From an optimization exercise on the open Yosys and OpenROAD flow, aimed at small area and a short achievable clock period; shortcuts taken in it are not production practice.
RTL that was checked went through simulation tests only; none was proved equivalent to the original.
No functional check of the RTL was part of run 1.
Power is estimated from default activity; no workload was simulated.

--- flow/run.sh ---
#!/bin/bash
# synth_recipe.tcl (not shown) runs the flow's synth.tcl, then flattens the netlist and writes it again
# the make line also repeats each setting of config.mk as NAME=value (left out here)
make -C /OpenROAD-flow-scripts/flow DESIGN_CONFIG=/design/flow/config.mk WORK_HOME=/design/flow/orfs CLKGATE_MAP_FILE= SYNTH_SCRIPT=/design/flow/synth_recipe.tcl finish
--- flow/config.mk ---
export PLATFORM = sky130hd
export DESIGN_NAME = arith_eg3_mod
export DESIGN_NICKNAME = arith_eg3_mod
export VERILOG_FILES = /design/flow/design.v
export SDC_FILE = /design/flow/constraint.sdc
export NUM_CORES = 4
export LEC_CHECK = 0
export ABC_AREA = 1
export CAP_MARGIN = 20
export CORE_MARGIN = 2
export CORE_UTILIZATION = 40
export SLEW_MARGIN = 72
--- flow/constraint.sdc ---
create_clock -name core_clock -period 75.0 [get_ports {clk}]
set_input_delay 15.0000 -clock core_clock [delete_from_list [all_inputs] [get_ports {clk}]]
set_output_delay 15.0000 -clock core_clock [all_outputs]
set_load 0.01 [all_outputs]
--- flow/design.v ---
module arith_eg3_mod(
    input clk,
    input rst,
    input int a,
    input int b,
    input [1:0] sel,
    output int r
);
    localparam int K1 = 7;
    localparam int K2 = 29;
    localparam int RIPPLE_MAX = 4;    
    logic        mul0, mul1, mul2;       
    logic        div0, div1, div2;       
    logic        inv0, inv1, inv2;       
    logic        nq0,  nq1,  nq2;        
    logic [31:0] ns0,  ns1,  ns2;        
    logic [31:0] y0,   y1,   y2;         
    logic [31:0] xr1,  xr2;              
    logic [31:0] qr1,  qr2;              
    wire  [2:0]        m_mul = {mul2, mul1, mul0};
    wire  [2:0]        m_div = {div2, div1, div0};
    wire  [2:0]        m_inv = {inv2, inv1, inv0};
    wire  [2:0][31:0]  nsrc  = {ns2, ns1, ns0};
    wire  [2:0][31:0]  y     = {y2, y1, y0};
    wire  [2:0][31:0]  xreg  = {xr2, xr1, 32'd0};
    wire  [31:0][31:0] xo;       
    wire  [31:0] qc;               
    wire        s_div = (sel == 2'd3);
    wire        s_mul = (sel == 2'd2);
    wire        s_inv = sel[0];
    wire [31:0] a_abs = a[31] ? -a : a;
    wire [31:0] b_abs = b[31] ? -b : b;
    assign mul0 = s_mul;
    assign div0 = s_div;
    assign inv0 = s_inv;
    assign nq0  = s_div & (a[31] ^ b[31]) & (b != 32'd0);
    assign ns0  = s_div ? a_abs : a;
    assign y0   = (s_div ? b_abs : b) ^ {32{s_inv}};
    for (genvar k = 0; k < 32; k++) begin : row
        localparam int S = (k < K1) ? 0 : (k < K2) ? 1 : 2;
        wire         nb = ~m_mul[S] & nsrc[S][31-k];
        wire [k:0]   xin;
        if (k == 0)                  assign xin = nb;
        else if (k == K1 || k == K2) assign xin = {xreg[S][k-1:0], nb};
        else                         assign xin = {xo[k-1][k-1:0], nb};
        wire [k:0]   s;
        wire         co;
        alu_row #(.W(k+1), .FAST(k >= RIPPLE_MAX)) add (.x(xin), .y(y[S][k:0]), .ci(m_inv[S]), .s(s), .co(co));
        wire hz;
        if (k == 31) assign hz = 1'b1;
        else         assign hz = &y[S][31:k+1];
        wire keep = m_mul[S] ? nsrc[S][31-k] : m_div[S] ? (co & hz) : (k == 31);
        assign qc[31-k] = keep;
        assign xo[k] = {{(31-k){1'b0}}, keep ? s : xin};
    end
    logic sd, sx;    
    always_ff @(posedge clk) begin
        mul1 <= mul0;
        div1 <= div0;
        inv1 <= inv0;
        nq1  <= nq0;
        ns1  <= ns0;
        y1   <= y0;
        xr1  <= xo[K1-1];
        qr1  <= qc;
        mul2 <= mul1;
        div2 <= div1;
        inv2 <= inv1;
        nq2  <= nq1;
        ns2  <= ns1;
        y2   <= y1;
        xr2  <= xo[K2-1];
        qr2  <= {qr1[31:32-K1], qc[31-K1:0]};
        if (rst) begin
            sd <= 1'b0;
            sx <= 1'b0;
        end else begin
            sd <= div1;
            sx <= ~div1;
        end
    end
    wire [31:0] q = {qr2[31:32-K2], qc[31-K2:0]};
    wire [31:0] qf = nq2 ? -q : q;
    assign r = ({32{sd}} & qf) | ({32{sx}} & xo[31]);
endmodule
module alu_row #(parameter int W = 8, parameter bit FAST = 1) (
    input  [W-1:0] x,
    input  [W-1:0] y,
    input          ci,
    output [W-1:0] s,
    output         co
);
    wire [W-1:0] p = x ^ y;
    wire [W:0]   c;
    assign c[0] = ci;
    if (!FAST || W < 3) begin : ripple
        for (genvar j = 0; j < W; j++) begin : bit_
            assign c[j+1] = p[j] ? c[j] : x[j];
        end
    end else begin : prefix
        localparam int L = (W > 16) ? 5 : (W > 8) ? 4 : (W > 4) ? 3 : (W > 2) ? 2 : 1;
        wire [W-1:0] g [0:L];
        wire [W-1:0] q [0:L];
        assign g[0][0] = p[0] ? ci : x[0];
        assign q[0][0] = 1'b0;
        for (genvar j = 1; j < W; j++) begin : gp
            assign g[0][j] = x[j];
            assign q[0][j] = p[j];
        end
        for (genvar l = 0; l < L; l++) begin : lev
            for (genvar j = 0; j < W; j++) begin : node
                if ((j >> l) & 1) begin : comb
                    localparam int J = ((j >> (l + 1)) << (l + 1)) + (1 << l) - 1;
                    assign g[l+1][j] = q[l][j] ? g[l][J] : g[l][j];
                    assign q[l+1][j] = q[l][j] & q[l][J];
                end else begin : pass
                    assign g[l+1][j] = g[l][j];
                    assign q[l+1][j] = q[l][j];
                end
            end
        end
        for (genvar j = 0; j < W; j++) begin : carry
            assign c[j+1] = g[L][j];
        end
    end
    assign s  = p ^ c[W-1:0];
    assign co = c[W];
endmodule
==> results by group, run 1 <==
Timing
  – Worst Skew: 12.3 ps
  – Final max-slew violation count: 0
  – Min Tclk post-route: 36,000 ps
  – Worst Tran Pin Value: 450 ps
  – Part of the cycle the worst path needs: 48.0%
  – Slew headroom: 69.7%
  – Fin. Hold Viols: 0
  – F_max: 0.0278 GHz
  – Setup violators final: 0
  – RSZ-0062 raised after global routing: false
  – Final setup TNS: 0 ps

Synth
  – Dominant cell type by area after synthesis: nand2_1
  – Largest family of logic cells by synthesized area: simple AND/OR/NAND/NOR gates
  – Number of synthesized register bits: 174
  – Post-Synth XOR/XNOR Area: 9.07%
  – Synth top cells by count: nand2_1 (2,566), inv_1 (844), nand3_1 (841)
  – Post-synthesis cell type count: 89
  – Count leader, synth: nand2_1
  – Post-synth top flop: dfxtp_1
  – Gate Count Post-Synth: 7,708
  – Area fraction in compound gates after synthesis: 10.7%
  – Post-synth EDFFs: 0
  – Syn Nets: 7,779
  – Mux contribution to synthesized area: 0.117%
  – Yosys top cell area share: 22.5%
  – Post-synth ARST share: 0%
  – Sequential fraction of the synthesis area: 8.13%
  – Adder-Cell Fraction of Synth Area: 0.134%
  – Avg Cell Area, Syn: 5.56 um^2
  – Syn Std Cell Area: 42,900 um^2
  – Largest cells by area after synthesis: nand2_1 (22%), nand2_2 (10%), nand3_1 (9.8%)
  – Yosys warns: 29
  – Synth Area in Simple Gates: 58.3%

Placement
  – Gpl congestion: 0.949
  – Port-buffer cells: 99
  – Estimated wirelength of the detail-placed design: 120,000 um
  – Placed cells: 9,073

Clock network
  – Post-CTS Resized: 0
  – CTS Buf Count: 17
  – Clock Sinks: 174
  – Max Buffers Root-to-Sink: 2
  – CTS H-tree depth: 4
  – CTS tree: yes
  – CTS Hold Bufs: 0
  – Setup Buffers After CTS: 0
  – CTS clk-pin slew, worst paths: 80 ps
  – Clock latency (worst-skew pair): 500 ps
  – Root Driver: clkbuf_16

Cells and area
  – Area Overhead vs Synth: 5.48%
  – Final cell count without fillers: 9,117
  – Fillers: 11,800
  – Nets: 7,766
  – Share of layout cells above drive strength 1: 18.1%

Hold path
  – Hold Path Class: flop to flop
  – Hold Path Depth: 0
  – Hold Crit Start: nq1$_DFF_P_

Route
  – Residual DRC: 0
  – Via-to-Cell Ratio: 5.26
  – Antenna viol nets, final: 0
  – DR pass1 iterations: 6
  – Vias: 48,000
  – Starting DRC count in detailed routing: 3,600
  – WL/cell: 16.9 um
  – Drt total wl: 154,000 um

Power
  – Pwr dens: 34.9 nW/um^2
  – LEAKAGE: 24.2 nW
  – Max VDD drop: 0.0157 mV

Critical path
  – Worst EP arrival: 36,390 ps
  – Worst setup startpoint: y1[23]$_DFF_P_
  – CP endpoint kind: flop
  – Critical Path Start Type: flop
  – Slowest cell on crit path: o21ai_1
  – Worst r2r src: y1[23]$_DFF_P_
  – Register-to-Register Path Depth: 284
  – WP data required: 75,390 ps
  – CP Class: flop to flop
  – CP dominant cell by count: nand2_1
  – Critical path peak fanout: 37
  – Slowest cell delay on critical path: 340 ps

Floorplan
  – Die ar.: 110,000 um^2
  – Initial core utilization: 40.2%
  – I/O pin cnt: 100
  – Num rows: 120
  – CORE AREA: 107,000 um^2
  – Die width: 331 um
  – Die height: 331 um

GRT
  – Vias in the first global route: 43,400
  – Initial antenna violation count: 10
  – First-pass GRT wire length: 238,000 um
  – Grt total ovfl: 0
  – Gr usage total: 27.1%
  – Largest net degree at the start of global routing: 44

Run
  – Max-cap violations: 0

Status
  – Outcome: no timing/DRC/antenna violations
metrics by stage:
step | utilization [%] | cell area [um^2] | setup WS [ps] | power [mW] | hold WS (ps)
after global routing | 42.4 | 45200 | 35050 | 1.74 | 330
after detailed placement | 41.6 | 44400 | 39350 | 1.46 | 312
after CTS | 42.2 | 45000 | 39250 | 1.56 | 326
after floorplan | - | 42900 | 48260 | 1.18 | 310
after global placement | 41.2 | 43900 | 36870 | 1.45 | 311
final | 42.4 | 45200 | 39000 | 1.58 | 326
cell type report:
cell class                 count  area (um^2)  area share (%)
tap                         1403         1760            3.88
clock inverter                14          170           0.376
clock buffer                  18          429           0.949
antenna                        6         15.0          0.0332
sequential                   174         3510            7.77
timing repair buffer         178         1760            3.90
multi-input combinational   6390        34000            75.2
inverter                     934         3590            7.93
path summary, 6_finish.rpt:
check / to / slack, ps
hold reg to reg: nq2$_DFF_P_ / 330
setup reg to reg: xr2[13]$_DFF_P_ / 39000
setup / recovery: xr2[13]$_DFF_P_ / 39000
hold / removal: nq2$_DFF_P_ / 330
sequential cells by signal (all words and copies together), names as in the netlist:
| name | count |
|---|---|
| nq1 | 1 |
| ns1 | 25 |
| y1 | 32 |
| xr1 | 7 |
| inv1 | 1 |
| qr1 | 7 |
| y2 | 32 |
| nq2 | 1 |
| mul2 | 1 |
| div1 | 1 |
| sx | 1 |
| inv2 | 1 |
| qr2 | 29 |
| ns2 | 3 |
| mul1 | 1 |
| sd | 1 |
| xr2 | 29 |
| div2 | 1 |
power breakdown:
| part | leakage, nW | total, mW | internal (mW) | switching, mW |
|---|---|---|---|---|
| registers | 1.46 | 0.127 | 0.108 | 0.0190 |
| clock network | 0.288 | 0.0978 | 0.0503 | 0.0475 |
| logic | 22.5 | 1.35 | 0.465 | 0.886 |
cell usage in the layout, fill, tap and decap left out, types with 23 or more instances in the layout:
master	synthesis	layout
nor2_2	93	95
inv_1	844	835
nand3_2	92	93
nand2_2	686	689
clkdlybuf4s50_1	0	95
o211ai_1	32	32
nor2_4	23	23
nor2_1	434	432
xnor2_1	167	167
buf_4	21	39
a31oi_1	70	69
xor2_1	277	275
a21oi_1	142	137
nand2_1	2566	2557
o21ai_2	24	31
nor3_1	57	50
nand2_4	88	86
nand3_1	841	840
a21boi_0	53	52
o21ai_0	324	275
o21ai_1	34	74
or2_2	49	49
dfxtp_1	174	157
nand4_1	63	63
inv_2	60	66
nand3b_1	79	79
metal layers:
layer | vias up | GRT usage [%] | wire [um]
met2 | 1345 | 46.2 | 71500
met5 | - | 0 | 0
met4 | 0 | 9.40 | 5270
met3 | 270 | 2.37 | 8780
li1 | 24400 | - | -
met1 | 21900 | 35.5 | 68300
worst max-delay path, delay by kind of cell (launching register included):
family | cells | cell delay, ps
AND/OR/NAND/NOR | 259 | 30850
buffers and inverters | 21 | 3250
AO/OA/AOI/OAI | 4 | 1100
flip-flops | 1 | 310
cells by family (layout without fill, tap and decap cells):
group | after synthesis | count (layout)
simple gates | 5170 | 5170
buf+inv | 1144 | 1144
compound gates | 766 | 766
xor+xnor | 444 | 444
flops | 174 | 174
fa+ha+maj | 5 | 5
mux | 5 | 5
other cells | 0 | 6
==> run 2, diff against run 1 <==
--- a/flow/design.v
+++ b/flow/design.v
@@ -7,6 +7,6 @@
     output int r
 );
-    localparam int K1 = 7;
-    localparam int K2 = 29;
+    localparam int K1 = 9;
+    localparam int K2 = 28;
     localparam int RIPPLE_MAX = 4;    
     logic        mul0, mul1, mul2;       
--- a/flow/config.mk
+++ b/flow/config.mk
@@ -10,3 +10,3 @@
 export CORE_MARGIN = 2
 export CORE_UTILIZATION = 40
-export SLEW_MARGIN = 72
+export SLEW_MARGIN = 60
==> run 2 against run 1 <==
Net effect:
- still clean
- via count down 2.7%
- clock power up 2%
- combinational power up 3%
- first-iteration DRC count up 4.4%
==> results by group, run 2 <==
Status
  – Outcome: no timing/DRC/antenna violations (unchanged)

Cells and area
  – Leading cell types in the layout, fill and taps excluded: nand2_1 (2,591), inv_1 (834), nand3_1 (735) (was nand2_1 (2,557), nand3_1 (840), inv_1 (835))
  – Regs by FF count: y1 x32, y2 x32 (unchanged)
  – Fillers: 11,500 (was 11,800)
  – Commonest non-fill, non-tap cell in the layout: nand2_1 (unchanged)
  – Fin area: 43,700 um^2 (was 45,200 um^2)
  – Nets: 7,646 (was 7,766)
  – Share of layout cells above drive strength 1: 15.2% (was 18.1%)
  – Area Overhead vs Synth: 4.73% (was 5.48%)
  – Diode count: 0 (was 6)

Clock network
  – CTS clk-pin slew, worst paths: 80 ps (about the same)
  – CTS H-tree depth: 4 (unchanged)
  – Clock latency (worst-skew pair): 470 ps (was 500 ps)
  – Root Driver: clkbuf_16 (unchanged)
  – Max Buffers Root-to-Sink: 2 (unchanged)
  – Clock Sinks: 175 (was 174)
  – CTS Buf Count: 17 (unchanged)
  – CTS Hold Bufs: 0 (unchanged)
  – Post-CTS Resized: 0 (unchanged)
  – Setup Buffers After CTS: 0 (unchanged)
  – CTS tree: yes (unchanged)

Route
  – Antenna viol nets, final: 0 (unchanged)
  – Via-to-Cell Ratio: 5.20 (was 5.26)
  – Vias: 46,700 (was 48,000)
  – DR pass1 iterations: 6 (unchanged)
  – Residual DRC: 0 (unchanged)
  – Drt total wl: 145,000 um (was 154,000 um)
  – WL/cell: 16.2 um (was 16.9 um)
  – Starting DRC count in detailed routing: 3,760 (was 3,600)

Synth
  – Yosys top cell area share: 23.3% (was 22.5%)
  – Largest cells by area after synthesis: nand2_1 (23%), nand3_1 (8.8%), dfxtp_1 (8.4%) (was nand2_1 (22%), nand2_2 (10%), nand3_1 (9.8%))
  – Syn Std Cell Area: 41,700 um^2 (was 42,900 um^2)
  – Dominant cell type by area after synthesis: nand2_1 (unchanged)
  – Post-synth ARST share: 0% (unchanged)
  – Sequential fraction of the synthesis area: 8.40% (was 8.13%)
  – Post-synthesis cell type count: 88 (was 89)
  – Yosys warns: 29 (unchanged)
  – Syn Nets: 7,669 (was 7,779)
  – Post-synth top flop: dfxtp_1 (unchanged)
  – Post-synth EDFFs: 0 (unchanged)
  – Gate Count Post-Synth: 7,598 (was 7,708)
  – Avg Cell Area, Syn: 5.49 um^2 (was 5.56 um^2)
  – Count leader, synth: nand2_1 (unchanged)
  – Number of synthesized register bits: 175 (was 174)
  – Synth top cells by count: nand2_1 (2,595), inv_1 (841), nand3_1 (735) (was nand2_1 (2,566), inv_1 (844), nand3_1 (841))

Timing
  – Worst Tran Pin Value: 614 ps (was 450 ps)
  – RSZ-0062 raised after global routing: false (unchanged)
  – Worst Skew: 19.3 ps (was 12.3 ps)
  – Final max-slew violation count: 0 (unchanged)
  – Slew headroom: 58.7% (was 69.7%)
  – Setup violators final: 0 (unchanged)
  – Hold WS: 331 ps (was 326 ps)
  – Final WS setup: 41,430 ps (was 39,000 ps)
  – Part of the cycle the worst path needs: 44.8% (was 48.0%)
  – Fin. Hold Viols: 0 (unchanged)
  – F_max: 0.0298 GHz (was 0.0278 GHz)
  – Final setup TNS: 0 ps (unchanged)
  – Min Tclk post-route: 33,570 ps (was 36,000 ps)

Power
  – Pwr dens: 37.1 nW/um^2 (was 34.9 nW/um^2)
  – Total power: 1.62 mW (was 1.58 mW)
  – LEAKAGE: 23.3 nW (was 24.2 nW)
  – Max VDD drop: 0.0176 mV (was 0.0157 mV)

Placement
  – Placed cell area: 43,000 um^2 (was 44,400 um^2)
  – Pre-CTS WS: 41,560 ps (was 39,350 ps)
  – Port-buffer cells: 99 (unchanged)
  – Gpl congestion: 0.937 (was 0.949)
  – Estimated wirelength of the detail-placed design: 114,000 um (was 120,000 um)

Critical path
  – Critical path peak fanout: 37 (unchanged)
  – Slowest cell on crit path: dfxtp_2 (was o21ai_1)
  – WP data required: 75,340 ps (was 75,390 ps)
  – CP dominant cell by count: nand2_2 (was nand2_1)
  – Register-to-Register Path Depth: 250 (was 284)
  – Worst r2r src: y1[23]$_DFF_P_ (unchanged)
  – Reg-to-reg slack, setup: 41,430 ps (was 39,000 ps)
  – Worst setup startpoint: y1[23]$_DFF_P_ (unchanged)
  – Worst EP arrival: 33,910 ps (was 36,390 ps)
  – Crit path to: xr2[18]$_DFF_P_ (was xr2[13]$_DFF_P_)
  – CP Class: flop to flop (unchanged)
  – Reg2reg end: xr2[18]$_DFF_P_ (was xr2[13]$_DFF_P_)
  – Slowest cell delay on critical path: 540 ps (was 340 ps)
  – CP endpoint kind: flop (unchanged)
  – Critical Path Start Type: flop (unchanged)

GRT
  – Largest net degree at the start of global routing: 55 (was 44)
  – Met1 usage: 35.4% (was 35.5%)
  – Routing usage on met2: 44.2% (was 46.2%)
  – Vias in the first global route: 41,500 (was 43,400)
  – GRT Max-Usage Layer: met2 (unchanged)
  – Met3 GRT Util: 3.08% (was 2.37%)
  – Grt total ovfl: 0 (unchanged)
  – Initial antenna violation count: 10 (unchanged)
  – First-pass GRT wire length: 226,000 um (was 238,000 um)
  – Gr usage total: 26.3% (was 27.1%)

Floorplan
  – Die height: 327 um (was 331 um)
  – Die width: 327 um (was 331 um)
  – Die ar.: 107,000 um^2 (was 110,000 um^2)
  – I/O pin cnt: 100 (unchanged)
  – CORE AREA: 103,000 um^2 (was 107,000 um^2)
  – Initial core utilization: 40.3% (was 40.2%)
  – Num rows: 118 (was 120)

Run
  – Max-cap violations: 0 (unchanged)

Hold path
  – Hold Path Class: flop to flop (unchanged)
-- run 2: cell types whose count changed after synthesis, sizes merged, moves of 16 or more --
cell | previous run | this run
xor2 | 277 | 306
nand3b | 83 | 64
a31oi | 70 | 54
buf | 97 | 81
xnor2 | 167 | 185
a21oi | 162 | 186
o21ai | 385 | 443
nand3 | 933 | 816
nor2 | 555 | 578
nand2 | 3349 | 3221
-- run 2: cell type report --
cell class,count,area [um^2],share of cell area [%]
clock inverters,15,214,0.490
repair buffers,159,1450,3.31
well taps,1380,1730,3.95
inverters,942,3590,8.22
multi-input cells,6280,32800,75.0
flip-flops and latches,175,3510,8.04
clock buffers,17,425,0.974
-- run 2: metrics by stage --
step	util, %	std cells
3_5_place_dp	41.5	8934
3_3_place_gp	41.4	8934
5_1_grt	42.2	8968
6_report	42.2	8968
2_1_floorplan	-	7598
4_1_cts	42.2	8966
-- run 2: cells by family after synthesis --
group / Yosys count / synth area share [%]
AO/OA/AOI/OAI: 838 / 11.8
multiplexers: 7 / 0.171
XOR/XNOR: 491 / 10.3
adder cells (fa/ha/maj): 12 / 0.306
buffers and inverters: 1143 / 13.5
AND/OR/NAND/NOR: 4932 / 55.6
flip-flops: 175 / 8.40
-- run 2: metal layers --
layer | part of all wire [%] | routed length, um
met1 | 45 | 66000
met2 | 45 | 65700
met3 | 6.6 | 9620
met4 | 2.8 | 4140
met5 | 0 | 0
-- run 2: critical path: cells and delay by family, from the launching register on --
family                 cells  cell delay, ps
AOI/OAI and AO/OA          3             730
buffers and inverters     19            3040
DFF                        1             540
and+or+nand+nor          228           28750
-- run 2: worst min path at each step --
stage | to | from | depth (start not counted) | slack [ps]
floorplan | nq2$_DFF_P_ | nq1$_DFF_P_ | 0 | 310
global placement | qr2[30]$_DFF_P_ | qr1[30]$_DFF_P_ | 0 | 310
detailed placement | qr2[28]$_DFF_P_ | qr1[28]$_DFF_P_ | 0 | 310
CTS | ns2[2]$_DFF_P_ | ns1[2]$_DFF_P_ | 0 | 330
global route | ns2[2]$_DFF_P_ | ns1[2]$_DFF_P_ | 0 | 340
finish | ns2[2]$_DFF_P_ | ns1[2]$_DFF_P_ | 0 | 330
-- run 2: where the power goes --
group	internal (mW)	leakage (nW)	total [mW]	switching (mW)
clock network	0.0517	0.314	0.0994	0.0476
logic	0.483	21.5	1.39	0.911
registers	0.109	1.47	0.129	0.0196
==> run 3, diff against run 2 <==
--- a/flow/config.mk
+++ b/flow/config.mk
@@ -10,3 +10,4 @@
 export CORE_MARGIN = 2
 export CORE_UTILIZATION = 40
-export SLEW_MARGIN = 60
+export PLACE_DENSITY = 0.9
+export SLEW_MARGIN = 72
==> run 3 against run 2 <==
Net effect:
- first-iteration DRC count up 48%
- hold slack better by 7.3 ps
- setup slack better by 720 ps
- combinational power up 3%
- sequential cell count unchanged
- clock skew up 6.2 ps
- power up 2.6%
- wire length down 0.13%
- global-route usage down 0.36 points
- fmax up 2.2%
- critical endpoint is now xr2[12]$_DFF_P_
- highest routed layer is now met5
==> results by group, run 3 <==
Critical path
  – Top delay family on crit path: simple AND/OR/NAND/NOR gates (unchanged)
  – Critical Path Start Type: flop (unchanged)
  – CP endpoint kind: flop (unchanged)
  – Worst EP arrival: 33,190 ps (was 33,910 ps)
  – WP data required: 75,340 ps (about the same)
  – Bufs and invs on worst path: 23 (was 19)
  – Slowest cell delay on critical path: 400 ps (was 540 ps)
  – Slowest cell on crit path: clkinv_2 (was dfxtp_2)
  – Critical path peak fanout: 37 (unchanged)
  – CP dominant cell by count: nand2_2 (unchanged)
  – CP Class: flop to flop (unchanged)

Synth
  – Dominant cell type by area after synthesis: nand2_1 (unchanged)
  – Mux contribution to synthesized area: 0.171% (unchanged)
  – Largest cells by area after synthesis: nand2_1 (23%), nand3_1 (8.8%), dfxtp_1 (8.4%) (unchanged)
  – Gate Count Post-Synth: 7,598 (unchanged)
  – Syn Std Cell Area: 41,700 um^2 (unchanged)
  – Post-synthesis cell type count: 88 (unchanged)
  – Synth Area in Simple Gates: 55.6% (unchanged)
  – Post-synth EDFFs: 0 (unchanged)
  – Adder-Cell Fraction of Synth Area: 0.306% (unchanged)
  – Post-Synth XOR/XNOR Area: 10.3% (unchanged)
  – Yosys top cell area share: 23.3% (unchanged)
  – Post-synth ARST share: 0% (unchanged)
  – Post-synth top flop: dfxtp_1 (unchanged)
  – Largest family of logic cells by synthesized area: simple AND/OR/NAND/NOR gates (unchanged)
  – Yosys warns: 29 (unchanged)
  – Synth top cells by count: nand2_1 (2,595), inv_1 (841), nand3_1 (735) (unchanged)
  – Syn Nets: 7,669 (unchanged)
  – Sequential fraction of the synthesis area: 8.40% (unchanged)
  – Area fraction in compound gates after synthesis: 11.8% (unchanged)
  – Number of synthesized register bits: 175 (unchanged)
  – Avg Cell Area, Syn: 5.49 um^2 (unchanged)
  – Count leader, synth: nand2_1 (unchanged)

Floorplan
  – Num rows: 118 (unchanged)
  – Die ar.: 107,000 um^2 (unchanged)
  – Initial core utilization: 40.3% (unchanged)
  – CORE AREA: 103,000 um^2 (unchanged)
  – Die height: 327 um (unchanged)
  – Die width: 327 um (unchanged)
  – I/O pin cnt: 100 (unchanged)

Timing
  – Slew headroom: 66.8% (was 58.7%)
  – Worst Tran Pin Value: 499 ps (was 614 ps)
  – Final setup TNS: 0 ps (unchanged)
  – Fin. Hold Viols: 0 (unchanged)
  – Setup violators final: 0 (unchanged)
  – Final max-slew violation count: 0 (unchanged)
  – RSZ-0062 raised after global routing: false (unchanged)
  – Part of the cycle the worst path needs: 43.8% (was 44.8%)
  – F_max: 0.0304 GHz (was 0.0298 GHz)
  – Worst Skew: 25.5 ps (was 19.3 ps)
  – Min Tclk post-route: 32,850 ps (was 33,570 ps)

Route
  – Residual DRC: 0 (unchanged)
  – Antenna viol nets, final: 0 (unchanged)
  – Starting DRC count in detailed routing: 5,575 (was 3,760)
  – DR pass1 iterations: 7 (was 6)
  – Vias: 49,300 (was 46,700)
  – WL/cell: 16.2 um (about the same)
  – Drt total wl: 145,000 um (about the same)
  – Via-to-Cell Ratio: 5.49 (was 5.20)

Clock network
  – CTS Hold Bufs: 0 (unchanged)
  – CTS tree: yes (unchanged)
  – CTS Buf Count: 17 (unchanged)
  – Root Driver: clkbuf_16 (unchanged)
  – Setup Buffers After CTS: 0 (unchanged)
  – CTS H-tree depth: 4 (unchanged)
  – Max Buffers Root-to-Sink: 2 (unchanged)
  – CTS clk-pin slew, worst paths: 80 ps (about the same)
  – Post-CTS Resized: 0 (unchanged)
  – Clock latency (worst-skew pair): 470 ps (about the same)
  – Clock Sinks: 175 (unchanged)

GRT
  – Gr usage total: 25.9% (was 26.3%)
  – First-pass GRT wire length: 228,000 um (was 226,000 um)
  – Vias in the first global route: 44,800 (was 41,500)
  – Grt total ovfl: 0 (unchanged)
  – Largest net degree at the start of global routing: 49 (was 55)
  – Initial antenna violation count: 6 (was 10)

Placement
  – Gpl congestion: 1.03 (was 0.937)
  – Placed cells: 8,943 (was 8,934)
  – Estimated wirelength of the detail-placed design: 113,000 um (was 114,000 um)
  – Port-buffer cells: 99 (unchanged)

Cells and area
  – Commonest non-fill, non-tap cell in the layout: nand2_1 (unchanged)
  – Fillers: 10,800 (was 11,500)
  – Diode count: 0 (unchanged)
  – Leading cell types in the layout, fill and taps excluded: nand2_1 (2,582), inv_1 (831), nand3_1 (735) (was nand2_1 (2,591), inv_1 (834), nand3_1 (735))
  – Nets: 7,657 (was 7,646)
  – Final cell count without fillers: 8,979 (was 8,968)
  – Regs by FF count: y1 x32, y2 x32 (unchanged)
  – Area Overhead vs Synth: 5.98% (was 4.73%)
  – Layout Utilization: 42.7% (was 42.2%)
  – Share of layout cells above drive strength 1: 15.8% (was 15.2%)

Power
  – LEAKAGE: 23.4 nW (was 23.3 nW)
  – Max VDD drop: 0.0183 mV (was 0.0176 mV)
  – Pwr dens: 37.6 nW/um^2 (was 37.1 nW/um^2)
  – Total power: 1.66 mW (was 1.62 mW)

Hold path
  – Hold Path Class: flop to flop (unchanged)

Run
  – Max-cap violations: 0 (unchanged)

Status
  – Outcome: no timing/DRC/antenna violations (unchanged)
[run 3: final cells by class]
class	count	area (um^2)	share of cell area, %
clock inverters	14	210	0.475
flip-flops and latches	175	3530	7.98
repair buffers	170	1660	3.75
well taps	1380	1730	3.91
multi-input cells	6280	33100	74.8
inverters	942	3590	8.12
clock buffers	18	429	0.971
[run 3: kinds of logic (layout without fill, tap and decap cells)]
| kind of cell | after synthesis | in the layout |
|---|---|---|
| AO/OA/AOI/OAI | 838 | 838 |
| XOR/XNOR | 491 | 491 |
| adder cells (fa/ha/maj) | 12 | 12 |
| buffers and inverters | 1143 | 1144 |
| flip-flops | 175 | 175 |
| multiplexers | 7 | 7 |
| AND/OR/NAND/NOR | 4932 | 4932 |
[run 3: stage by stage]
stage               hold slack, ps  setup slack, ps  cell area (um^2)
CTS                            335            42620             44000
global route                   343            39070             44200
detailed placement             314            42740             43400
global placement               312            41470             42800
floorplan                      310            46500             41700
finish                         338            42150             44200
[run 3: path summary, 6_finish.rpt]
path / from / to / slack, ps / depth (start not counted)
max reg2reg: y1[0]$_DFF_P_ / xr2[12]$_DFF_P_ / 42150 / 245
min reg2reg: ns1[2]$_DFF_P_ / ns2[2]$_DFF_P_ / 340 / 0
max: y1[0]$_DFF_P_ / xr2[12]$_DFF_P_ / 42150 / 245
min: ns1[2]$_DFF_P_ / ns2[2]$_DFF_P_ / 340 / 0
[run 3: routing by layer]
layer	wire length, um	vias up	GRT usage (%)
li1	-	24000	-
met1	58000	22000	33.8
met2	60900	2599	40.5
met3	16700	619	4.26
met4	9540	4	14.7
met5	27	-	0
[run 3: where the power goes]
part           switching (mW)  internal [mW]  total (mW)
Clock                  0.0465         0.0518      0.0982
Sequential             0.0246          0.109       0.134
Combinational           0.941          0.490        1.43
==> run 4, diff against run 3 <==
--- a/flow/config.mk
+++ b/flow/config.mk
@@ -10,4 +10,3 @@
 export CORE_MARGIN = 2
 export CORE_UTILIZATION = 40
-export PLACE_DENSITY = 0.9
 export SLEW_MARGIN = 72
==> run 4 against run 3 <==
Net effect:
- fmax grew 2.1%
- non-clock buffer count up 6
- clock power is 0.8% higher
- critical path type unchanged
==> results by group, run 4 <==
Status
  – Outcome: no timing/DRC/antenna violations (unchanged)

Synth
  – Syn Nets: 7,669 (unchanged)
  – Syn Std Cell Area: 41,700 um^2 (unchanged)
  – Dominant cell type by area after synthesis: nand2_1 (unchanged)
  – Post-synthesis cell type count: 88 (unchanged)
  – Post-synth ARST share: 0% (unchanged)
  – Gate Count Post-Synth: 7,598 (unchanged)
  – Post-synth top flop: dfxtp_1 (unchanged)
  – Yosys top cell area share: 23.3% (unchanged)
  – Largest cells by area after synthesis: nand2_1 (23%), nand3_1 (8.8%), dfxtp_1 (8.4%) (unchanged)
  – Avg Cell Area, Syn: 5.49 um^2 (unchanged)
  – Yosys warns: 29 (unchanged)
  – Post-synth EDFFs: 0 (unchanged)
  – Count leader, synth: nand2_1 (unchanged)
  – Number of synthesized register bits: 175 (unchanged)
  – Sequential fraction of the synthesis area: 8.40% (unchanged)
  – Synth top cells by count: nand2_1 (2,595), inv_1 (841), nand3_1 (735) (unchanged)

Clock network
  – Clock latency (worst-skew pair): 470 ps (about the same)
  – CTS H-tree depth: 4 (unchanged)
  – Setup Buffers After CTS: 0 (unchanged)
  – CTS clk-pin slew, worst paths: 80 ps (about the same)
  – CTS tree: yes (unchanged)
  – Clock Sinks: 175 (unchanged)
  – Post-CTS Resized: 0 (unchanged)
  – CTS Hold Bufs: 0 (unchanged)
  – CTS Buf Count: 17 (unchanged)
  – Max Buffers Root-to-Sink: 2 (unchanged)
  – Root Driver: clkbuf_16 (unchanged)

Timing
  – Setup violators final: 0 (unchanged)
  – Slew headroom: 71.1% (was 66.8%)
  – RSZ-0062 raised after global routing: false (unchanged)
  – Final max-slew violation count: 0 (unchanged)
  – Final WS setup: 42,840 ps (was 42,150 ps)
  – Part of the cycle the worst path needs: 42.9% (was 43.8%)
  – Worst Tran Pin Value: 434 ps (was 499 ps)
  – Fin. Hold Viols: 0 (unchanged)
  – Worst Skew: 25.5 ps (about the same)
  – Min Tclk post-route: 32,160 ps (was 32,850 ps)
  – F_max: 0.0311 GHz (was 0.0304 GHz)
  – Final setup TNS: 0 ps (unchanged)

Placement
  – Pre-CTS WS: 42,810 ps (was 42,740 ps)
  – Estimated wirelength of the detail-placed design: 115,000 um (was 113,000 um)
  – Gpl congestion: 0.937 (was 1.03)
  – Port-buffer cells: 99 (unchanged)
  – Placed cells: 8,951 (was 8,943)

Floorplan
  – Die width: 327 um (unchanged)
  – Initial core utilization: 40.3% (unchanged)
  – Die ar.: 107,000 um^2 (unchanged)
  – CORE AREA: 103,000 um^2 (unchanged)
  – Num rows: 118 (unchanged)
  – Die height: 327 um (unchanged)
  – I/O pin cnt: 100 (unchanged)

Cells and area
  – Share of layout cells above drive strength 1: 15.9% (was 15.8%)
  – Fillers: 11,400 (was 10,800)
  – Area Overhead vs Synth: 6.02% (was 5.98%)
  – Nets: 7,663 (was 7,657)
  – Final cell count without fillers: 8,985 (was 8,979)
  – Commonest non-fill, non-tap cell in the layout: nand2_1 (unchanged)
  – Register area: 3530 um^2 (about the same)
  – Diode count: 0 (unchanged)
  – Area taken by multi-input logic gates: 33,000 um^2 (was 33,100 um^2)
  – Leading cell types in the layout, fill and taps excluded: nand2_1 (2,582), inv_1 (831), nand3_1 (735) (unchanged)
  – Regs by FF count: y1 x32, y2 x32 (unchanged)

Route
  – Metal-1 WL: 66,900 um (was 58,000 um)
  – Vias: 46,700 (was 49,300)
  – Drt total wl: 146,000 um (was 145,000 um)
  – DR WL met2: 66,500 um (was 60,900 um)
  – DR pass1 iterations: 6 (was 7)
  – WL met3: 8420 um (was 16,700 um)
  – Via-to-Cell Ratio: 5.20 (was 5.49)
  – Residual DRC: 0 (unchanged)
  – Starting DRC count in detailed routing: 3,786 (was 5,575)
  – Antenna viol nets, final: 0 (unchanged)
  – WL/cell: 16.2 um (about the same)
  – Uppermost layer routed: met4 (was met5)

Run
  – Max-cap violations: 0 (unchanged)

Critical path
  – Top delay family on crit path: simple AND/OR/NAND/NOR gates (unchanged)
  – Slowest cell on crit path: dfxtp_2 (was clkinv_2)
  – Critical path peak fanout: 37 (unchanged)
  – WP data required: 75,330 ps (was 75,340 ps)
  – Critical Path Start Type: flop (unchanged)
  – Bufs and invs on worst path: 22 (was 23)
  – CP dominant cell by count: nand2_2 (unchanged)
  – CP endpoint kind: flop (unchanged)
  – CP Class: flop to flop (unchanged)
  – Worst EP arrival: 32,500 ps (was 33,190 ps)
  – Slowest cell delay on critical path: 570 ps (was 400 ps)

GRT
  – Initial antenna violation count: 10 (was 6)
  – Gr usage total: 26.4% (was 25.9%)
  – Vias in the first global route: 41,800 (was 44,800)
  – Largest net degree at the start of global routing: 55 (was 49)
  – Grt total ovfl: 0 (unchanged)
  – First-pass GRT wire length: 227,000 um (was 228,000 um)

Power
  – LEAKAGE: 23.5 nW (was 23.4 nW)
  – Pwr dens: 36.9 nW/um^2 (was 37.6 nW/um^2)
  – Max VDD drop: 0.0220 mV (was 0.0183 mV)
  – Total power: 1.63 mW (was 1.66 mW)

Hold path
  – Hold Path Class: flop to flop (unchanged)
[run 4: cell counts after synthesis]
Identical to the previous run, type by type.
[run 4: worst reg2reg max path: cells and delay by family (launching register included)]
family | cells | cell delay, ps
buffers and inverters | 22 | 3070
AND/OR/NAND/NOR | 231 | 27580
flip-flops | 1 | 570
AO/OA/AOI/OAI | 3 | 790
[run 4: area by class of cell]
type	count	area share [%]
Sequential cell	175	7.97
Timing Repair Buffer	176	3.81
Clock buffer	17	0.962
Tap cell	1380	3.90
Clock inverter	15	0.492
Multi-Input combinational cell	6280	74.7
Inverter	942	8.14
[run 4: per-layer routing]
metal,global-route usage (%),vias up
met5,0,-
met4,6.20,0
met3,2.80,195
met2,44.7,1213
met1,35.8,21200
li1,-,24100
[run 4: final timing paths]
check                 start               to  slack, ps  cells past startpoint
max          y1[23]$_DFF_P_  xr2[19]$_DFF_P_      42840                    256
min             nq1$_DFF_P_      nq2$_DFF_P_        330                      0
max reg2reg  y1[23]$_DFF_P_  xr2[19]$_DFF_P_      42840                    256
min reg2reg     nq1$_DFF_P_      nq2$_DFF_P_        330                      0
[run 4: metrics by stage]
step / hold slack, ps / instance area, um^2 / utilization, %
floorplan: 310 / 41700 / -
global placement: 310 / 42900 / 41.4
detailed placement: 313 / 43500 / 42.0
CTS: 332 / 44100 / 42.6
global route: 341 / 44200 / 42.7
finish: 333 / 44200 / 42.7
[run 4: cell families after synthesis]
kind of cell	synth area share, %
AOI/OAI and AO/OA	11.8
xor gates and xnor gates	10.3
adders and majority gates	0.306
buffers and inverters	13.5
DFF	8.40
muxes	0.171
and+or+nand+nor	55.6
[run 4: report_power, final]
| part | internal [mW] | leakage [nW] | total, mW | switching, mW |
|---|---|---|---|---|
| clock | 0.0516 | 0.310 | 0.0990 | 0.0474 |
| combinational | 0.489 | 21.7 | 1.40 | 0.914 |
| sequential | 0.109 | 1.47 | 0.129 | 0.0200 |
==> run 5, diff against run 4 <==
--- a/flow/config.mk
+++ b/flow/config.mk
@@ -9,4 +9,5 @@
 export CAP_MARGIN = 20
 export CORE_MARGIN = 2
-export CORE_UTILIZATION = 40
+export CORE_UTILIZATION = 60
+export PLACE_DENSITY = 0.75
 export SLEW_MARGIN = 72
==> run 5 against run 4 <==
Net effect:
- combinational power hardly changed
- clock skew grew 1.9 ps
- utilization up 21 points
- still clean
- setup slack got worse by 380 ps
- clock-buffer cell count increased by 1
- cell count shrank 5.0%
- highest routed layer is now met5
- largest cell class unchanged
- via count increased by 1.8%
- hold slack is essentially flat
- critical path depth fell by 1
- sequential power is essentially flat
- largest power group unchanged
- register-to-register slack lost 380 ps
==> results by group, run 5 <==
Status
  – Outcome: no timing/DRC/antenna violations (unchanged)

Cells and area
  – Share of layout cells above drive strength 1: 15.8% (was 15.9%)
  – Area Overhead vs Synth: 4.38% (was 6.02%)
  – Final cell count without fillers: 8,535 (was 8,985)
  – Nets: 7,660 (was 7,663)
  – Commonest non-fill, non-tap cell in the layout: nand2_1 (unchanged)
  – Layout Utilization: 63.4% (was 42.7%)
  – Regs by FF count: y1 x32, y2 x32 (unchanged)
  – Fillers: 6,901 (was 11,400)
  – Leading cell types in the layout, fill and taps excluded: nand2_1 (2,585), inv_1 (831), nand3_1 (735) (was nand2_1 (2,582), inv_1 (831), nand3_1 (735))

Critical path
  – Worst EP arrival: 32,870 ps (was 32,500 ps)
  – CP dominant cell by count: nand2_2 (unchanged)
  – CP endpoint kind: flop (unchanged)
  – Slowest cell on crit path: dfxtp_4 (was dfxtp_2)
  – Reg-to-reg slack, setup: 42,460 ps (was 42,840 ps)
  – Register-to-Register Path Depth: 255 (was 256)
  – Worst r2r src: y1[23]$_DFF_P_ (unchanged)
  – Slowest cell delay on critical path: 540 ps (was 570 ps)
  – Worst setup startpoint: y1[23]$_DFF_P_ (unchanged)
  – Crit path to: xr2[0]$_DFF_P_ (was xr2[19]$_DFF_P_)
  – WP data required: 75,330 ps (about the same)
  – Reg2reg end: xr2[0]$_DFF_P_ (was xr2[19]$_DFF_P_)
  – CP Class: flop to flop (unchanged)
  – Critical Path Start Type: flop (unchanged)
  – Critical path peak fanout: 37 (unchanged)

Placement
  – Gpl congestion: 1.02 (was 0.937)
  – Port-buffer cells: 99 (unchanged)
  – Placed cells: 8,500 (was 8,951)
  – Estimated wirelength of the detail-placed design: 108,000 um (was 115,000 um)

Route
  – Via-to-Cell Ratio: 5.57 (was 5.20)
  – WL met3: 12,400 um (was 8420 um)
  – Vias: 47,500 (was 46,700)
  – Drt total wl: 137,000 um (was 146,000 um)
  – Starting DRC count in detailed routing: 4,183 (was 3,786)
  – DR WL met2: 61,000 um (was 66,500 um)
  – WL/cell: 16.0 um (was 16.2 um)
  – Antenna viol nets, final: 0 (unchanged)
  – Metal-1 WL: 57,300 um (was 66,900 um)
  – Residual DRC: 0 (unchanged)
  – DR pass1 iterations: 8 (was 6)
  – Uppermost layer routed: met5 (was met4)

Timing
  – F_max: 0.0307 GHz (was 0.0311 GHz)
  – Final setup TNS: 0 ps (unchanged)
  – Part of the cycle the worst path needs: 43.4% (was 42.9%)
  – Hold WS: 333 ps (about the same)
  – RSZ-0062 raised after global routing: false (unchanged)
  – Setup violators final: 0 (unchanged)
  – Final max-slew violation count: 0 (unchanged)
  – Min Tclk post-route: 32,540 ps (was 32,160 ps)
  – Slew headroom: 70.3% (was 71.1%)
  – Fin. Hold Viols: 0 (unchanged)
  – Worst Tran Pin Value: 445 ps (was 434 ps)
  – Worst Skew: 27.4 ps (was 25.5 ps)

Synth
  – Number of synthesized register bits: 175 (unchanged)
  – Post-synthesis cell type count: 88 (unchanged)
  – Count leader, synth: nand2_1 (unchanged)
  – Largest cells by area after synthesis: nand2_1 (23%), nand3_1 (8.8%), dfxtp_1 (8.4%) (unchanged)
  – Synth top cells by count: nand2_1 (2,595), inv_1 (841), nand3_1 (735) (unchanged)
  – Avg Cell Area, Syn: 5.49 um^2 (unchanged)
  – Syn Std Cell Area: 41,700 um^2 (unchanged)
  – Post-synth EDFFs: 0 (unchanged)
  – Post-synth ARST share: 0% (unchanged)
  – Post-synth top flop: dfxtp_1 (unchanged)
  – Yosys warns: 29 (unchanged)
  – Gate Count Post-Synth: 7,598 (unchanged)
  – Sequential fraction of the synthesis area: 8.40% (unchanged)
  – Yosys top cell area share: 23.3% (unchanged)
  – Dominant cell type by area after synthesis: nand2_1 (unchanged)
  – Syn Nets: 7,669 (unchanged)

Power
  – LEAKAGE: 23.4 nW (was 23.5 nW)
  – Total power: 1.62 mW (was 1.63 mW)
  – Pwr dens: 37.2 nW/um^2 (was 36.9 nW/um^2)
  – Max VDD drop: 0.0204 mV (was 0.0220 mV)

Clock network
  – Post-CTS Resized: 0 (unchanged)
  – Clock Sinks: 175 (unchanged)
  – CTS clk-pin slew, worst paths: 90 ps (was 80 ps)
  – Max Buffers Root-to-Sink: 2 (unchanged)
  – CTS H-tree depth: 4 (unchanged)
  – CTS tree: yes (unchanged)
  – Setup Buffers After CTS: 0 (unchanged)
  – Clock latency (worst-skew pair): 470 ps (about the same)
  – Root Driver: clkbuf_16 (unchanged)
  – CTS Buf Count: 17 (unchanged)
  – CTS Hold Bufs: 0 (unchanged)

Hold path
  – Hold Path Class: flop to flop (unchanged)
  – Hold Path Depth: 0 (unchanged)

GRT
  – Initial antenna violation count: 12 (was 10)
  – Vias in the first global route: 41,700 (was 41,800)
  – Gr usage total: 37.2% (was 26.4%)
  – Largest net degree at the start of global routing: 56 (was 55)
  – Grt total ovfl: 0 (unchanged)
  – First-pass GRT wire length: 215,000 um (was 227,000 um)

Floorplan
  – Num rows: 96 (was 118)
  – Die ar.: 71,700 um^2 (was 107,000 um^2)
  – Die width: 268 um (was 327 um)
  – Die height: 268 um (was 327 um)
  – CORE AREA: 68,700 um^2 (was 103,000 um^2)
  – I/O pin cnt: 100 (unchanged)
  – Initial core utilization: 60.7% (was 40.3%)

Run
  – Max-cap violations: 0 (unchanged)
## run 5: cell types whose count changed in the layout (fill, tap and decap cells not counted), sizes merged
cell / previous run / this run
buf: 79 / 72
bufinv: 3 / 1
clkbuf: 19 / 21
clkdlybuf4s50: 95 / 98
clkinv: 39 / 40
diode: 0 / 2
## run 5: through the flow
stage / area [um^2] / setup WS [ps]
global route: 43500 / 39260
finish: 43500 / 42460
CTS: 43400 / 42850
floorplan: 41700 / 46500
global placement: 42300 / 41040
detailed placement: 42800 / 42910
## run 5: worst min-delay path by stage
stage	start	slack, ps	end
after floorplan	nq1$_DFF_P_	310	nq2$_DFF_P_
final	ns1[0]$_DFF_P_	330	ns2[0]$_DFF_P_
after CTS	ns1[0]$_DFF_P_	330	ns2[0]$_DFF_P_
after global placement	ns1[0]$_DFF_P_	310	ns2[0]$_DFF_P_
after global routing	ns1[0]$_DFF_P_	340	ns2[0]$_DFF_P_
after detailed placement	ns1[0]$_DFF_P_	320	ns2[0]$_DFF_P_
## run 5: cells by family (layout without fill, tap and decap cells)
| logic type | after synthesis | in the layout | share of synthesized area [%] |
|---|---|---|---|
| AO/OA/AOI/OAI | 838 | 838 | 11.8 |
| XOR/XNOR | 491 | 491 | 10.3 |
| adder cells (fa/ha/maj) | 12 | 12 | 0.306 |
| buffers and inverters | 1143 | 1147 | 13.5 |
| flip-flops | 175 | 175 | 8.40 |
| multiplexers | 7 | 7 | 0.171 |
| other | 0 | 2 | 0 |
| AND/OR/NAND/NOR | 4932 | 4932 | 55.6 |
## run 5: per-layer routing
layer / GRT usage, % / up-vias
met2: 61.1 / 1810
met4: 15.8 / 4
li1: - / 24100
met5: 0 / -
met1: 47.9 / 21300
met3: 6.28 / 363
## run 5: layout make-up
class	instances	area, um^2	area share (%)
Clock inverter	14	186	0.428
Sequential cell	175	3530	8.10
Multi-Input combinational cell	6280	33000	75.9
Inverter	942	3590	8.25
Clock buffer	18	439	1.01
Antenna cell	2	5.00	0.0115
Timing Repair Buffer	173	1600	3.67
Tap cell	931	1160	2.68
## run 5: report_power, final
group	switching (mW)	total [mW]	internal, mW	leakage [nW]
clock network	0.0468	0.0932	0.0464	0.298
logic	0.908	1.40	0.487	21.6
registers	0.0214	0.131	0.109	1.47
## run 5: critical path, delay by kind of cell, from the launching register on
| family | cells | cell delay, ps |
|---|---|---|
| simple gates | 233 | 28090 |
| flops | 1 | 540 |
| compound gates | 3 | 820 |
| buf+inv | 19 | 2670 |
==> run 6, diff against run 5 <==
--- a/flow/design.v
+++ b/flow/design.v
@@ -10,4 +10,6 @@
     localparam int K2 = 28;
     localparam int RIPPLE_MAX = 4;    
+    localparam int MID_STYLE = 1;     
+    localparam int END_STYLE = 0;     
     logic        mul0, mul1, mul2;       
     logic        div0, div1, div2;       
@@ -46,5 +48,5 @@
         wire [k:0]   s;
         wire         co;
-        alu_row #(.W(k+1), .FAST(k >= RIPPLE_MAX)) add (.x(xin), .y(y[S][k:0]), .ci(m_inv[S]), .s(s), .co(co));
+        alu_row #(.W(k+1), .FAST(k >= RIPPLE_MAX), .STYLE(S == 1 ? MID_STYLE : END_STYLE)) add (.x(xin), .y(y[S][k:0]), .ci(m_inv[S]), .s(s), .co(co));
         wire hz;
         if (k == 31) assign hz = 1'b1;
@@ -84,5 +86,5 @@
     assign r = ({32{sd}} & qf) | ({32{sx}} & xo[31]);
 endmodule
-module alu_row #(parameter int W = 8, parameter bit FAST = 1) (
+module alu_row #(parameter int W = 8, parameter bit FAST = 1, parameter int STYLE = 0) (
     input  [W-1:0] x,
     input  [W-1:0] y,
@@ -97,4 +99,34 @@
         for (genvar j = 0; j < W; j++) begin : bit_
             assign c[j+1] = p[j] ? c[j] : x[j];
+        end
+    end else if (STYLE == 1) begin : bk
+        localparam int L = (W > 16) ? 5 : (W > 8) ? 4 : (W > 4) ? 3 : (W > 2) ? 2 : 1;
+        localparam int NL = 2 * L - 1;
+        wire [W-1:0] g [0:NL];
+        wire [W-1:0] q [0:NL];
+        assign g[0][0] = p[0] ? ci : x[0];
+        assign q[0][0] = 1'b0;
+        for (genvar j = 1; j < W; j++) begin : gp
+            assign g[0][j] = x[j];
+            assign q[0][j] = p[j];
+        end
+        for (genvar i = 0; i < NL; i++) begin : lev
+            localparam int UP = (i < L);
+            localparam int LL = UP ? i : (2 * L - 2 - i);
+            for (genvar j = 0; j < W; j++) begin : node
+                localparam bit DO = UP ? (((j + 1) % (1 << (LL + 1))) == 0)
+                                       : ((((j + 1) % (1 << (LL + 1))) == (1 << LL)) && (j >= (1 << (LL + 1))));
+                if (DO) begin : comb
+                    localparam int J = j - (1 << LL);
+                    assign g[i+1][j] = q[i][j] ? g[i][J] : g[i][j];
+                    assign q[i+1][j] = q[i][j] & q[i][J];
+                end else begin : pass
+                    assign g[i+1][j] = g[i][j];
+                    assign q[i+1][j] = q[i][j];
+                end
+            end
+        end
+        for (genvar j = 0; j < W; j++) begin : carry
+            assign c[j+1] = g[NL][j];
         end
     end else begin : prefix
--- a/flow/config.mk
+++ b/flow/config.mk
@@ -9,5 +9,4 @@
 export CAP_MARGIN = 20
 export CORE_MARGIN = 2
-export CORE_UTILIZATION = 60
-export PLACE_DENSITY = 0.75
-export SLEW_MARGIN = 72
+export CORE_UTILIZATION = 40
+export SLEW_MARGIN = 76
==> run 6 against run 5 <==
Net effect:
- combinational power down 9%
- wire length up 2.7%
- synthesized area down 5.0%
- power down 7.7%
- sequential share of layout area up 0.14 points
- synthesized cell count down 6.2%
- critical endpoint is now xr2[1]$_DFF_P_
- largest cell class unchanged
- largest power group unchanged
- highest routed layer is now met4
==> results by group, run 6 <==
Clock network
  – Post-CTS Resized: 0 (unchanged)
  – Root Driver: clkbuf_16 (unchanged)
  – CTS Hold Bufs: 0 (unchanged)
  – Clock latency (worst-skew pair): 480 ps (was 470 ps)
  – CTS clk-pin slew, worst paths: 90 ps (about the same)
  – Max Buffers Root-to-Sink: 2 (unchanged)
  – Clock Sinks: 175 (unchanged)
  – Setup Buffers After CTS: 0 (unchanged)
  – CTS Buf Count: 17 (unchanged)
  – CTS tree: yes (unchanged)
  – CTS H-tree depth: 4 (unchanged)

Synth
  – Avg Cell Area, Syn: 5.56 um^2 (was 5.49 um^2)
  – Dominant cell type by area after synthesis: nand2_1 (unchanged)
  – Number of synthesized register bits: 175 (unchanged)
  – Sequential fraction of the synthesis area: 8.84% (was 8.40%)
  – Post-synth EDFFs: 0 (unchanged)
  – Yosys top cell area share: 22.6% (was 23.3%)
  – Largest cells by area after synthesis: nand2_1 (23%), dfxtp_1 (8.8%), nand2_2 (8.8%) (was nand2_1 (23%), nand3_1 (8.8%), dfxtp_1 (8.4%))
  – Post-synth ARST share: 0% (unchanged)
  – Syn Std Cell Area: 39,600 um^2 (was 41,700 um^2)
  – Count leader, synth: nand2_1 (unchanged)
  – Yosys warns: 29 (unchanged)
  – Post-synth top flop: dfxtp_1 (unchanged)
  – Post-synthesis cell type count: 90 (was 88)
  – Synth top cells by count: nand2_1 (2,383), inv_1 (773), nand3_1 (678) (was nand2_1 (2,595), inv_1 (841), nand3_1 (735))
  – Gate Count Post-Synth: 7,125 (was 7,598)
  – Syn Nets: 7,196 (was 7,669)

Timing
  – Final setup TNS: 0 ps (unchanged)
  – Slew headroom: 74.7% (was 70.3%)
  – Min Tclk post-route: 32,720 ps (was 32,540 ps)
  – F_max: 0.0306 GHz (was 0.0307 GHz)
  – RSZ-0062 raised after global routing: false (unchanged)
  – Worst Tran Pin Value: 377 ps (was 445 ps)
  – Part of the cycle the worst path needs: 43.6% (was 43.4%)
  – Final max-slew violation count: 0 (unchanged)
  – Setup violators final: 0 (unchanged)
  – Fin. Hold Viols: 0 (unchanged)
  – Hold WS: 333 ps (about the same)
  – Worst Skew: 17.0 ps (was 27.4 ps)

Floorplan
  – Die width: 319 um (was 268 um)
  – Die ar.: 102,000 um^2 (was 71,700 um^2)
  – Num rows: 115 (was 96)
  – Initial core utilization: 40.3% (was 60.7%)
  – Die height: 319 um (was 268 um)
  – CORE AREA: 98,300 um^2 (was 68,700 um^2)
  – I/O pin cnt: 100 (unchanged)

GRT
  – Vias in the first global route: 39,600 (was 41,700)
  – Initial antenna violation count: 5 (was 12)
  – Largest net degree at the start of global routing: 56 (unchanged)
  – Gr usage total: 26.7% (was 37.2%)
  – Grt total ovfl: 0 (unchanged)
  – First-pass GRT wire length: 218,000 um (was 215,000 um)

Critical path
  – Top delay family on crit path: simple AND/OR/NAND/NOR gates (unchanged)
  – Slowest cell on crit path: clkdlybuf4s50_1 (was dfxtp_4)
  – Bufs and invs on worst path: 25 (was 19)
  – Worst r2r src: y1[0]$_DFF_P_ (was y1[23]$_DFF_P_)
  – Critical path peak fanout: 36 (was 37)
  – CP endpoint kind: flop (unchanged)
  – Slowest cell delay on critical path: 540 ps (about the same)
  – CP Class: flop to flop (unchanged)
  – WP data required: 75,380 ps (was 75,330 ps)
  – Critical Path Start Type: flop (unchanged)
  – Worst setup startpoint: y1[0]$_DFF_P_ (was y1[23]$_DFF_P_)
  – CP dominant cell by count: nand2_2 (unchanged)
  – Worst EP arrival: 33,100 ps (was 32,870 ps)

Run
  – Max-cap violations: 0 (unchanged)

Power
  – LEAKAGE: 22.5 nW (was 23.4 nW)
  – Pwr dens: 34.9 nW/um^2 (was 37.2 nW/um^2)
  – Max VDD drop: 0.0154 mV (was 0.0204 mV)

Route
  – Antenna viol nets, final: 0 (unchanged)
  – DR WL met2: 63,200 um (was 61,000 um)
  – WL met3: 9620 um (was 12,400 um)
  – Residual DRC: 0 (unchanged)
  – Vias: 44,300 (was 47,500)
  – DR pass1 iterations: 8 (unchanged)
  – Uppermost layer routed: met4 (was met5)
  – Via-to-Cell Ratio: 5.25 (was 5.57)
  – Metal-1 WL: 63,800 um (was 57,300 um)
  – Starting DRC count in detailed routing: 3,834 (was 4,183)
  – WL/cell: 16.6 um (was 16.0 um)
  – Drt total wl: 141,000 um (was 137,000 um)

Placement
  – Gpl congestion: 0.941 (was 1.02)
  – Port-buffer cells: 99 (unchanged)
  – Estimated wirelength of the detail-placed design: 109,000 um (was 108,000 um)

Hold path
  – Hold Path Class: flop to flop (unchanged)
  – Hold Crit Start: ns1[0]$_DFF_P_ (unchanged)

Cells and area
  – Regs by FF count: y1 x32, y2 x32 (unchanged)
  – Diode count: 0 (was 2)
  – Fillers: 10,600 (was 6,901)
  – Share of layout cells above drive strength 1: 17.9% (was 15.8%)
  – Nets: 7,217 (was 7,660)
  – Commonest non-fill, non-tap cell in the layout: nand2_1 (unchanged)
  – Area Overhead vs Synth: 7.98% (was 4.38%)
  – Leading cell types in the layout, fill and taps excluded: nand2_1 (2,364), inv_1 (760), nand3_1 (677) (was nand2_1 (2,585), inv_1 (831), nand3_1 (735))

Status
  – Outcome: no timing/DRC/antenna violations (unchanged)
## run 6: cell count changes in the layout (fill, tap and decap cells not counted), sizes merged, moves of 19 or more
cell | previous run | this run
a21oi | 186 | 153
a31oi | 54 | 35
buf | 72 | 101
inv | 914 | 825
nand2 | 3221 | 3024
nand3 | 816 | 754
nand4 | 76 | 54
nor2 | 578 | 530
or2 | 70 | 93
## run 6: logic make-up (layout without fill, tap and decap cells)
| logic type | count (synthesis) | in the layout | synth area share [%] |
|---|---|---|---|
| adders and majority gates | 11 | 11 | 0.297 |
| xor gates and xnor gates | 479 | 479 | 10.6 |
| muxes | 6 | 6 | 0.155 |
| DFF | 175 | 175 | 8.84 |
| buffers and inverters | 1048 | 1082 | 13.1 |
| and+or+nand+nor | 4614 | 4614 | 55.0 |
| AOI/OAI and AO/OA | 792 | 792 | 12.1 |
## run 6: final cells by class
type / count / area (um^2) / share of cell area (%)
Clock buffer: 17 / 425 / 0.994
Clock inverter: 15 / 203 / 0.474
Inverter: 850 / 3250 / 7.60
Multi-Input combinational cell: 5902 / 31800 / 74.2
Sequential cell: 175 / 3530 / 8.24
Tap cell: 1287 / 1610 / 3.76
Timing Repair Buffer: 200 / 2010 / 4.70
## run 6: power by group
part | leakage [nW] | internal [mW] | total (mW) | switching [mW]
clock network | 0.298 | 0.0460 | 0.0959 | 0.0499
registers | 1.47 | 0.109 | 0.132 | 0.0228
logic | 20.7 | 0.443 | 1.27 | 0.823
## run 6: path summary, 6_finish.rpt
check / end / cells past startpoint / slack (ps)
max reg2reg: xr2[1]$_DFF_P_ / 271 / 42280
min: ns2[0]$_DFF_P_ / 0 / 330
min reg2reg: ns2[0]$_DFF_P_ / 0 / 330
max: xr2[1]$_DFF_P_ / 271 / 42280
## run 6: per-layer routing
| layer | vias up | global-route usage (%) |
|---|---|---|
| met5 | - | 0 |
| met4 | 0 | 6.67 |
| met3 | 217 | 2.98 |
| met2 | 1295 | 44.7 |
| met1 | 20200 | 36.4 |
| li1 | 22600 | - |
## run 6: per-stage QoR
step | instance area, um^2 | power [mW] | worst slack, ps | cells | utilization (%)
floorplan | 39600 | 1.11 | 45710 | 7125 | -
global placement | 40800 | 1.35 | 40000 | 8373 | 41.5
detailed placement | 41800 | 1.37 | 41890 | 8406 | 42.5
CTS | 42400 | 1.48 | 42270 | 8438 | 43.1
global route | 42800 | 1.65 | 38920 | 8446 | 43.6
finish | 42800 | 1.49 | 42280 | 8446 | 43.6
==> run 7, diff against run 6 <==
--- a/flow/config.mk
+++ b/flow/config.mk
@@ -10,3 +10,3 @@
 export CORE_MARGIN = 2
 export CORE_UTILIZATION = 40
-export SLEW_MARGIN = 76
+export SLEW_MARGIN = 72
==> run 7 against run 6 <==
Net effect:
- still clean on timing, DRC and antenna
- critical path type is now input pin to flop
- synthesized cell count did not move
- first-iteration DRC count rose by 0.23%
- design area fell by 1.7%
- clock skew fell by 2.9 ps
- critical path depth fell by 163
- clock power fell by 1%
- register-to-register slack improved by 290 ps
- combinational power barely moved
- cell count fell by 0.22%
- power fell by 0.92%
- sequential power barely moved
- largest power group unchanged
==> results by group, run 7 <==
Synth
  – Largest cells by area after synthesis: nand2_1 (23%), dfxtp_1 (8.8%), nand2_2 (8.8%) (unchanged)
  – Yosys warns: 29 (unchanged)
  – Sequential fraction of the synthesis area: 8.84% (unchanged)
  – Synth top cells by count: nand2_1 (2,383), inv_1 (773), nand3_1 (678) (unchanged)
  – Avg Cell Area, Syn: 5.56 um^2 (unchanged)
  – Gate Count Post-Synth: 7,125 (unchanged)
  – Post-synth top flop: dfxtp_1 (unchanged)
  – Post-synth ARST share: 0% (unchanged)
  – Syn Nets: 7,196 (unchanged)
  – Post-synthesis cell type count: 90 (unchanged)
  – Yosys top cell area share: 22.6% (unchanged)
  – Number of synthesized register bits: 175 (unchanged)
  – Dominant cell type by area after synthesis: nand2_1 (unchanged)
  – Post-synth EDFFs: 0 (unchanged)
  – Count leader, synth: nand2_1 (unchanged)
  – Syn Std Cell Area: 39,600 um^2 (unchanged)

GRT
  – Grt total ovfl: 0 (unchanged)
  – First-pass GRT wire length: 218,000 um (about the same)
  – Met1 usage: 36.5% (was 36.4%)
  – Largest net degree at the start of global routing: 56 (unchanged)
  – Routing usage on met2: 44.8% (was 44.7%)
  – Gr usage total: 26.7% (about the same)
  – Vias in the first global route: 39,600 (about the same)
  – GRT Max-Usage Layer: met2 (unchanged)
  – Met3 GRT Util: 2.93% (was 2.98%)
  – Initial antenna violation count: 7 (was 5)

Clock network
  – CTS H-tree depth: 4 (unchanged)
  – CTS clk-pin slew, worst paths: 80 ps (was 90 ps)
  – CTS tree: yes (unchanged)
  – Clock latency (worst-skew pair): 470 ps (was 480 ps)
  – Clock Sinks: 175 (unchanged)
  – Max Buffers Root-to-Sink: 2 (unchanged)
  – CTS Hold Bufs: 0 (unchanged)
  – CTS Buf Count: 17 (unchanged)
  – Post-CTS Resized: 0 (unchanged)
  – Root Driver: clkbuf_16 (unchanged)
  – Setup Buffers After CTS: 0 (unchanged)

Timing
  – Setup violators final: 0 (unchanged)
  – F_max: 0.0302 GHz (was 0.0306 GHz)
  – Final setup TNS: 0 ps (unchanged)
  – Final max-slew violation count: 0 (unchanged)
  – Fin. Hold Viols: 0 (unchanged)
  – Worst Skew: 14.1 ps (was 17.0 ps)
  – RSZ-0062 raised after global routing: false (unchanged)
  – Min Tclk post-route: 33,110 ps (was 32,720 ps)
  – Part of the cycle the worst path needs: 44.1% (was 43.6%)
  – Worst Tran Pin Value: 479 ps (was 377 ps)
  – Slew headroom: 68.0% (was 74.7%)

Power
  – Total power: 1.48 mW (was 1.49 mW)
  – Pwr dens: 35.2 nW/um^2 (was 34.9 nW/um^2)
  – Max VDD drop: 0.0142 mV (was 0.0154 mV)
  – Sw Share: 60.1% (was 60.0%)
  – Flop pwr share: 8.9% (was 8.8%)
  – Internal Pwr Total: 0.591 mW (was 0.598 mW)
  – Combinational share of power: 84.7% (about the same)
  – NetSw: 0.889 mW (was 0.896 mW)
  – LEAKAGE: 22.2 nW (was 22.5 nW)
  – Clock Power Share: 6.4% (about the same)

Critical path
  – Slowest cell on crit path: o21ai_0 (was clkdlybuf4s50_1)
  – Worst setup startpoint: b[0] (was y1[0]$_DFF_P_)
  – Critical Path Start Type: input pin (was flop)
  – Worst EP arrival: 33,450 ps (was 33,100 ps)
  – CP endpoint kind: flop (unchanged)
  – Critical path peak fanout: 20 (was 36)
  – Slowest cell delay on critical path: 410 ps (was 540 ps)
  – Worst r2r src: y1[14]$_DFF_P_ (was y1[0]$_DFF_P_)
  – CP Class: input pin to flop (was flop to flop)
  – WP data required: 75,340 ps (was 75,380 ps)
  – CP dominant cell by count: nand2_1 (was nand2_2)

Floorplan
  – CORE AREA: 98,300 um^2 (unchanged)
  – Die width: 319 um (unchanged)
  – I/O pin cnt: 100 (unchanged)
  – Die ar.: 102,000 um^2 (unchanged)
  – Die height: 319 um (unchanged)
  – Initial core utilization: 40.3% (unchanged)
  – Num rows: 115 (unchanged)

Cells and area
  – Share of layout cells above drive strength 1: 17.0% (was 17.9%)
  – Nets: 7,197 (was 7,217)
  – Regs by FF count: y1 x32, y2 x32 (unchanged)
  – Fillers: 10,700 (was 10,600)
  – Leading cell types in the layout, fill and taps excluded: nand2_1 (2,369), inv_1 (763), nand3_1 (677) (was nand2_1 (2,364), inv_1 (760), nand3_1 (677))
  – Commonest non-fill, non-tap cell in the layout: nand2_1 (unchanged)
  – Fin area: 42,100 um^2 (was 42,800 um^2)
  – Final cell count without fillers: 8,427 (was 8,446)
  – Area Overhead vs Synth: 6.18% (was 7.98%)

Route
  – DR pass1 iterations: 6 (was 8)
  – Residual DRC: 0 (unchanged)
  – Drt total wl: 140,000 um (was 141,000 um)
  – Starting DRC count in detailed routing: 3,843 (was 3,834)
  – Antenna viol nets, final: 0 (unchanged)
  – Via-to-Cell Ratio: 5.23 (was 5.25)
  – WL/cell: 16.6 um (about the same)
  – Vias: 44,100 (was 44,300)

Hold path
  – Hold Crit Start: qr1[29]$_DFF_P_ (was ns1[0]$_DFF_P_)
  – Hold Path Class: flop to flop (unchanged)

Placement
  – Gpl congestion: 0.941 (unchanged)
  – Placed cells: 8,392 (was 8,406)
  – Port-buffer cells: 99 (unchanged)
  – Estimated wirelength of the detail-placed design: 109,000 um (about the same)
  – Placed cell area: 41,300 um^2 (was 41,800 um^2)

Run
  – Max-cap violations: 0 (unchanged)

Status
  – Outcome: no timing/DRC/antenna violations (unchanged)
==> run 7: layout make-up <==
class	count	area, um^2	area share (%)
tap	1287	1610	3.83
sequential	175	3520	8.35
antenna	1	2.50	0.00594
clock buffer	17	425	1.01
clock inverter	15	203	0.482
timing repair buffer	180	1670	3.97
inverter	850	3240	7.70
multi-input combinational	5902	31400	74.6
==> run 7: metrics by stage <==
| step | hold slack (ps) | setup WS [ps] | utilization (%) |
|---|---|---|---|
| final | 331 | 41890 | 42.8 |
| after detailed placement | 312 | 41560 | 42.0 |
| after CTS | 331 | 41960 | 42.7 |
| after global placement | 311 | 40000 | 41.5 |
| after floorplan | 310 | 45710 | - |
| after global routing | 340 | 39020 | 42.8 |
==> run 7: cell families after synthesis <==
family	share of synthesized area, %
AO/OA/AOI/OAI	12.1
XOR/XNOR	10.6
adder cells (fa/ha/maj)	0.297
buffers and inverters	13.1
flip-flops	8.84
multiplexers	0.155
AND/OR/NAND/NOR	55.0
==> run 7: worst max-delay path, delay by kind of cell <==
kind	cells	cell delay, ps
fa+ha+maj	3	800
xor+xnor	15	3280
compound gates	23	4780
buf+inv	10	1640
simple gates	57	7930
==> run 7: path summary, 6_finish.rpt <==
path,end,depth (start not counted),slack (ps)
max,xr1[4]$_DFF_P_,108,41890
min,qr2[29]$_DFF_P_,0,330
max reg2reg,xr2[14]$_DFF_P_,261,42570
min reg2reg,qr2[29]$_DFF_P_,0,330
==> run 7: routing by layer <==
layer | wire [um] | part of all wire, % | vias to the layer above
li1 | - | - | 22500
met3 | 9790 | 7.0 | 188
met2 | 63200 | 45 | 1301
met5 | 13 | 0.0093 | -
met1 | 63200 | 45 | 20100
met4 | 3370 | 2.4 | 2
==> run 7: power groups by stage <==
| stage | clock network, mW | registers, mW | logic (mW) |
|---|---|---|---|
| after detailed placement | 0 | 0.133 | 1.23 |
| after global routing | 0.100 | 0.132 | 1.41 |
| after global placement | 0 | 0.133 | 1.21 |
| after CTS | 0.0960 | 0.131 | 1.24 |
| after floorplan | 0 | 0.121 | 0.986 |
| final | 0.0947 | 0.131 | 1.25 |

Re-timed with assumed drivers on the ports (clkbuf_16 on the clock, buf_2 on other inputs), run 7 has 41.920 ns of setup slack against 41.891 ns with ideal ports, and 41.396 ns once port delays also move by the mid clock arrival of 0.524 ns.
